This is an optimization exercise on Yosys and OpenROAD, whose aim is small area and a short achievable clock period, not a production implementation. The RTL was checked by simulation tests, not by an equivalence proof against the original design. Power figures rest on the tool's default switching activity, not on a simulated workload.

job 4222:
Design cpu, start of the top module:
module cpu (
    input  logic        clk,
    input  logic        a_reset_n,
    output logic [11:0] imem_addr,
    input  logic [31:0] imem_rdata,
    output logic [30:0] dmem_addr,
    output logic        dmem_we,
    output logic [31:0] dmem_wdata,
    input  logic [31:0] dmem_rdata
);
export LEC_CHECK = 0
export CAP_MARGIN = 20
export CORE_MARGIN = 2
export CORE_UTILIZATION = 55
export CTS_BUF_LIST = sky130_fd_sc_hd__clkbuf_8
export CTS_CLUSTER_DIAMETER = 45
export CTS_CLUSTER_SIZE = 12
export SLEW_MARGIN = 20
export SYNTH_HIERARCHICAL = 1
export SYNTH_MINIMUM_KEEP_SIZE = 0
export TNS_END_PERCENT = 20
create_clock -name core_clock -period 14.0 [get_ports {clk}]
standard.sh (not shown) runs the stock make flow with config.mk's settings and CLKGATE_MAP_FILE= SYNTH_SCRIPT=/design/flow/synth_recipe.tcl, a recipe that flattens the netlist after the stock synthesis.
==> flow/flow/run.sh <==
#!/bin/bash
# The standard layout, except that:
#  - the port buffers are plain buffers (buf_4) rather than the delay buffers
#    buffer_ports picks by default, so that timing repair can size them;
#  - clock tree synthesis adds no dummy loads.
set -euo pipefail
CTS="-sink_clustering_enable -repair_clock_nets -dont_use_dummy_load"
CTS="$CTS -sink_clustering_size 12 -sink_clustering_max_diameter 45"
CTS="$CTS -buf_list sky130_fd_sc_hd__clkbuf_8"
export BUFFER_PORTS_ARGS="-buffer_cell sky130_fd_sc_hd__buf_4"
export CTS_ARGS="$CTS"
bash standard.sh BUFFER_PORTS_ARGS="$BUFFER_PORTS_ARGS" CTS_ARGS="$CTS" SETUP_SLACK_MARGIN=5.5 finish > standard.log 2>&1
Relative to job 4222, the following input files were edited for job 9522:
Settings: CORE_UTILIZATION changed from 55 to 50.
--- a/flow/flow/run.sh
+++ b/flow/flow/run.sh
@@ -10,3 +10,3 @@
 export BUFFER_PORTS_ARGS="-buffer_cell sky130_fd_sc_hd__buf_4"
 export CTS_ARGS="$CTS"
-bash standard.sh BUFFER_PORTS_ARGS="$BUFFER_PORTS_ARGS" CTS_ARGS="$CTS" SETUP_SLACK_MARGIN=5.5 finish > standard.log 2>&1
+bash standard.sh BUFFER_PORTS_ARGS="$BUFFER_PORTS_ARGS" CTS_ARGS="$CTS" SETUP_SLACK_MARGIN=6 finish > standard.log 2>&1
Findings:
- Job 9522 vs job 4222 — number of placed cells counting well taps rose 126.
- Changes observed in job 9522 relative to job 4222: cell internal power dissipation went up; design area up 1400 sq um; count of clock-buffer cells in the layout rose by 5; clock-pin slew of the registers on the worst-case setup and hold paths shows no meaningful change; cell count higher.
- For job 9522, the origin of the worst setup path was imem_rdata[16], unlike job 4222, where it was imem_rdata[22].
- In job 9522, the sequential share of layout area came out 1.1 points below the value in job 4222.
The following lists how job 7739 was set up differently from job 9522:
Settings: changing CTS_CLUSTER_DIAMETER from 45 to 50; changing CTS_CLUSTER_SIZE from 12 to 16.
--- a/flow/flow/run.sh
+++ b/flow/flow/run.sh
@@ -6,7 +6,7 @@
 set -euo pipefail
 CTS="-sink_clustering_enable -repair_clock_nets -dont_use_dummy_load"
-CTS="$CTS -sink_clustering_size 12 -sink_clustering_max_diameter 45"
+CTS="$CTS -sink_clustering_size 16 -sink_clustering_max_diameter 50"
 CTS="$CTS -buf_list sky130_fd_sc_hd__clkbuf_8"
 export BUFFER_PORTS_ARGS="-buffer_cell sky130_fd_sc_hd__buf_4"
 export CTS_ARGS="$CTS"
-bash standard.sh BUFFER_PORTS_ARGS="$BUFFER_PORTS_ARGS" CTS_ARGS="$CTS" SETUP_SLACK_MARGIN=6 finish > standard.log 2>&1
+bash standard.sh BUFFER_PORTS_ARGS="$BUFFER_PORTS_ARGS" CTS_ARGS="$CTS" SETUP_SLACK_MARGIN=5.5 finish > standard.log 2>&1
## What came out
There was hardly any difference in count of multi-input combinational gates between job 9522 and job 7739. Routing layer with the top usage in global route: met1 -> job 7739, met2 -> job 9522. Compared with job 9522, in job 7739 non-clock buffer count fell 28; detailed placement HPWL now sits higher; final cell count shows a reduction of 39; aggregate global-route resource usage went down 1.1 points. Clock-cell share of area came out lower on job 7739 than on job 9522. Compared to job 9522, the routing of job 7739 uses less wire. In job 7739 the setup slack turned out 0.011 ns higher than in job 9522. Density: job 7739 sparser than job 9522.

-- separate check: timing with driven ports --
The flow's constraints put no driver on any port. The routed layouts listed below were extracted and timed again, unchanged, in two steps.
Step 1 assumes that a clkbuf_16 drives the clock port and a buf_2 every other input.
Step 2 moves the port delays by t, midway between the first and last clock arrival at a register: inputs arrive t later, outputs are due t later. That takes back most of the time a late clock gives input paths.
Three values: ideal ports, drivers, drivers and shift; two values: the first two.
run	t (ns)	slack for setup (ns)	worst setup path at the end	worst data-port slew with drivers (ns)
job 4222	0.844	5.315 / 5.294 / 4.600	input to register	0.16
job 9522	0.849	5.358 / 5.175 / 5.124	input to register	0.22
job 7739	0.838	5.370 / 5.321 / 4.702	input to register	0.06
After both steps every run listed still meets setup and hold. The setup slack of job 4222, which loses most, moves by -0.021 ns with the drivers and by -0.715 ns with both steps.
